This design comes from an exercise in tuning for small area on the open sky130 flow, not from production work. Only simulation tests tie the RTL to the original design; equivalence was not proved. The flow treats the clock pin as an ideal source, which a real chip does not have. No activity file was given, so power comes from the tool's default toggle rates.

==> v17: inputs <==
## c6288_top
module c6288_top (clk,
    in256, in239, in222, in205, in188, in171, in154, in137, in120, in103, in86, in69, in52, in35, in18, in1, in528, in511, in494, in477, in460, in443, in426, in409, in392, in375, in358, in341, in324, in307, in290, in273,
    out6287, out6288, out6280, out6270, out6260, out6250, out6240, out6230, out6220, out6210, out6200, out6190, out6180, out6170, out6160, out6150, out6123, out5971, out5672, out5308, out4946, out4591, out4241, out3895, out3552, out3211, out2877, out2548, out2223, out1901, out1581, out545);
  input clk;
  input in256, in239, in222, in205, in188, in171, in154, in137, in120, in103, in86, in69, in52, in35, in18, in1, in528, in511, in494, in477, in460, in443, in426, in409, in392, in375, in358, in341, in324, in307, in290, in273;
  output reg out6287, out6288, out6280, out6270, out6260, out6250, out6240, out6230, out6220, out6210, out6200, out6190, out6180, out6170, out6160, out6150, out6123, out5971, out5672, out5308, out4946, out4591, out4241, out3895, out3552, out3211, out2877, out2548, out2223, out1901, out1581, out545;
  wire c_out6287;
  wire c_out6288;
  wire c_out6280;
  wire c_out6270;
  wire c_out6260;
  wire c_out6250;
  wire c_out6240;
  wire c_out6230;
  wire c_out6220;
  wire c_out6210;
  wire c_out6200;
  wire c_out6190;
  wire c_out6180;
  wire c_out6170;
  wire c_out6160;
  wire c_out6150;
  wire c_out6123;
  wire c_out5971;
  wire c_out5672;
  wire c_out5308;
  wire c_out4946;
  wire c_out4591;
  wire c_out4241;
  wire c_out3895;
  wire c_out3552;
  wire c_out3211;
  wire c_out2877;
  wire c_out2548;
  wire c_out2223;
  wire c_out1901;
  wire c_out1581;
  wire c_out545;
  Circuit6288h core (
    .in256(in256),
    .in239(in239),
    .in222(in222),
    .in205(in205),
    .in188(in188),
    .in171(in171),
    .in154(in154),
    .in137(in137),
    .in120(in120),
    .in103(in103),
    .in86(in86),
    .in69(in69),
    .in52(in52),
    .in35(in35),
    .in18(in18),
    .in1(in1),
    .in528(in528),
    .in511(in511),
    .in494(in494),
    .in477(in477),
    .in460(in460),
    .in443(in443),
    .in426(in426),
    .in409(in409),
    .in392(in392),
    .in375(in375),
    .in358(in358),
    .in341(in341),
    .in324(in324),
    .in307(in307),
    .in290(in290),
    .in273(in273),
  ...
clock: 10.0 ns
lec_check: 0
cap_margin: 20
core_margin: 2
core_utilization: 40
gpl_timing_driven: 0
slew_margin: 20
synth_hierarchical: 1
synth_minimum_keep_size: 0
standard.sh (not shown) runs the stock make flow with config.mk's settings and CLKGATE_MAP_FILE= SYNTH_SCRIPT=/design/flow/synth_recipe.tcl, a recipe that flattens the netlist after the stock synthesis.
==> flow/flow/run.sh <==
#!/bin/bash
set -euo pipefail
bash standard.sh \
  "BUFFER_PORTS_ARGS=-inputs -buffer_cell sky130_fd_sc_hd__buf_1" \
  "PRE_GLOBAL_PLACE_TCL=$PWD/flow/outbuf.tcl" \
  "PRE_CTS_TCL=$PWD/flow/clkbuf.tcl" \
  "CTS_ARGS=-clk_nets clk -dont_use_dummy_load" \
  finish > standard_flow.log 2>&1
==> flow/flow/clkbuf.tcl <==
# Clock tree by hand: the clock port drives 4 clock buffers; the
# flip-flops are split into 4 sectors by their angle around the core
# centre, and each buffer sits at the centre of its sector's flip-flops and
# drives them.  TritonCTS is then told to skip the clock net (CTS_ARGS).
set ngroups 4
set bufcell sky130_fd_sc_hd__clkbuf_4
set block [ord::get_db_block]
set dbu [$block getDbUnitsPerMicron]
set core [$block getCoreArea]
set cx [expr { ([$core xMin] + [$core xMax]) / 2.0 }]
set cy [expr { ([$core yMin] + [$core yMax]) / 2.0 }]
set sinks {}
foreach pin [get_pins -of_objects [get_nets clk] -filter "direction == input"] {
  set inst [$block findInst [get_full_name [get_cells -of_objects $pin]]]
  set loc [$inst getLocation]
  set a [expr { atan2([lindex $loc 1] - $cy, [lindex $loc 0] - $cx) }]
  lappend sinks [list $a [lindex $loc 0] [lindex $loc 1] [get_full_name $pin]]
}
set sinks [lsort -real -index 0 $sinks]
set n [llength $sinks]
# rotate the start so that the largest angular gap separates the first and last sector
set best 0; set gap -1
for {set k 0} {$k < $n} {incr k} {
  set a0 [lindex $sinks [expr { ($k + $n - 1) % $n }] 0]
  set a1 [lindex $sinks $k 0]
  set d [expr { $a1 - $a0 }]
  if { $d < 0 } { set d [expr { $d + 2 * 3.14159265 }] }
  if { $d > $gap } { set gap $d; set best $k }
}
set sinks [concat [lrange $sinks $best end] [lrange $sinks 0 [expr { $best - 1 }]]]
for {set i 0} {$i < $ngroups} {incr i} {
  set lo [expr { $i * $n / $ngroups }]
  set hi [expr { ($i + 1) * $n / $ngroups - 1 }]
  set sx 0.0; set sy 0.0; set pins {}
  foreach s [lrange $sinks $lo $hi] {
    set sx [expr { $sx + [lindex $s 1] }]
    set sy [expr { $sy + [lindex $s 2] }]
    lappend pins [get_pins [lindex $s 3]]
  }
  set m [llength $pins]
  insert_buffer -buffer_cell $bufcell -net clk -load_pins $pins \
    -location [list [expr { $sx / $m / $dbu }] [expr { $sy / $m / $dbu }]] \
    -buffer_name clkbuf_s$i -net_name clk_s$i
}
puts "clock split into $ngroups buffers over $n flip-flops"
global_connect
detailed_placement
Other scripts of this flow, unchanged in this note and not shown: flow/flow/outbuf.tcl
==> v6: changes against v17 <==
==> flow/flow/clkbuf.tcl (replaced) <==
# Clock tree by hand: the clock port drives two clock buffers, each driving the
# flip-flops of one half of the core (split at the median x), placed at the
# centre of its flip-flops.  TritonCTS is then told to skip the clock net.
set block [ord::get_db_block]
set dbu [$block getDbUnitsPerMicron]
set sinks {}
foreach pin [get_pins -of_objects [get_nets clk] -filter "direction == input"] {
  set inst [[ord::get_db_block] findInst [get_full_name [get_cells -of_objects $pin]]]
  set loc [$inst getLocation]
  lappend sinks [list [lindex $loc 0] [lindex $loc 1] [get_full_name $pin]]
}
set sinks [lsort -real -index 0 $sinks]
set n [llength $sinks]
set half [expr { $n / 2 }]
set groups [list [lrange $sinks 0 [expr { $half - 1 }]] [lrange $sinks $half end]]
set i 0
foreach g $groups {
  set sx 0.0; set sy 0.0; set pins {}
  foreach s $g {
    set sx [expr { $sx + [lindex $s 0] }]
    set sy [expr { $sy + [lindex $s 1] }]
    lappend pins [get_pins [lindex $s 2]]
  }
  set x [expr { $sx / [llength $g] / $dbu }]
  set y [expr { $sy / [llength $g] / $dbu }]
  insert_buffer -buffer_cell sky130_fd_sc_hd__clkbuf_8 -net clk -load_pins $pins \
    -location [list $x $y] -buffer_name clkbuf_h$i -net_name clk_h$i
  incr i
}
puts "clock split into $i buffers over $n flip-flops"
global_connect
detailed_placement
==> v37: changes against v17 <==
--- a/flow/flow/clkbuf.tcl
+++ b/flow/flow/clkbuf.tcl
@@ -1,7 +1,7 @@
-# Clock tree by hand: the clock port drives 4 clock buffers; the
-# flip-flops are split into 4 sectors by their angle around the core
+# Clock tree by hand: the clock port drives 3 clock buffers; the
+# flip-flops are split into 3 sectors by their angle around the core
 # centre, and each buffer sits at the centre of its sector's flip-flops and
 # drives them.  TritonCTS is then told to skip the clock net (CTS_ARGS).
-set ngroups 4
-set bufcell sky130_fd_sc_hd__clkbuf_4
+set ngroups 3
+set bufcell sky130_fd_sc_hd__clkbuf_8
 set block [ord::get_db_block]
==> qor summary <==
Layout filler cell count: v17 1540; v37 1534; v6 1526
M1 wire length: v17 6380 um; v37 6350 um; v6 6470 um
Switching share of power: v17 47.8%; v37 47.6%; v6 47.9%
Proportion of cell area occupied by multi-input gates: v17 82.3%; v37 82.2%; v6 82.2%
Final cell area excluding filler cells: v17 0.00722 mm^2; v37 0.00723 mm^2; v6 0.00722 mm^2
Portion of total power attributed to combinational logic: v17 85.7%; v37 85.4%; v6 85.5%
Number of nets in the layout: v17 928; v37 927; v6 926
Final cell count without fillers: v17 889; v37 888; v6 887
Areal power density over the cells: v17 304 mW/mm^2; v37 305 mW/mm^2; v6 304 mW/mm^2
Detail-routed via count per cell: v17 5.28; v37 5.29; v6 5.28
Worst hold slack across all endpoints: v17 2230 ps; v37 2250 ps; v6 2200 ps
Outcome: v17 complete, no violations; v37 complete, no violations; v6 complete, no violations
Wire length of the first global-routing pass: v17 28500 um; v37 28500 um; v6 28500 um
Worst stage delay on the critical path: v17 580 ps; v37 740 ps; v6 550 ps
Internal power: v17 1.14 mW; v37 1.15 mW; v6 1.15 mW
Violation count after the first detailed-route iteration: v17 345; v37 353; v6 311
Relative slew slack: v17 29.2%; v37 27.7%; v6 27.9%

==> afterwards: timing with drivers on the ports <==
How much do the figures lean on ideal ports? The routed layouts below were timed once more, with nothing changed but the port constraints.
Step 1, drivers: a clkbuf_16 drives clk and a buf_2 each remaining input, both assumed.
Step 2 moves the port delays by t, midway between the first and last clock arrival at a register: inputs arrive t later, outputs are due t later. That takes back most of the time a late clock gives input paths.
a / b / c = no drivers / after step 1 / after step 2; a / b = the first two.
| run | t, ns | setup WS [ns] | clock arrival spread, ns |
|---|---|---|---|
| v17 | 0.227 | 0.303 / 0.346 / 0.119 | 0.016 / 0.016 |
| v6 | 0.228 | 0.269 / 0.292 / 0.064 | 0.007 / 0.007 |
| v37 | 0.207 | 0.285 / 0.322 / 0.116 | 0.018 / 0.019 |
After both steps setup and hold are still met in every run listed. For v6, which loses most, drivers alone change the setup slack by +0.023 ns; drivers and shift together by -0.205 ns.
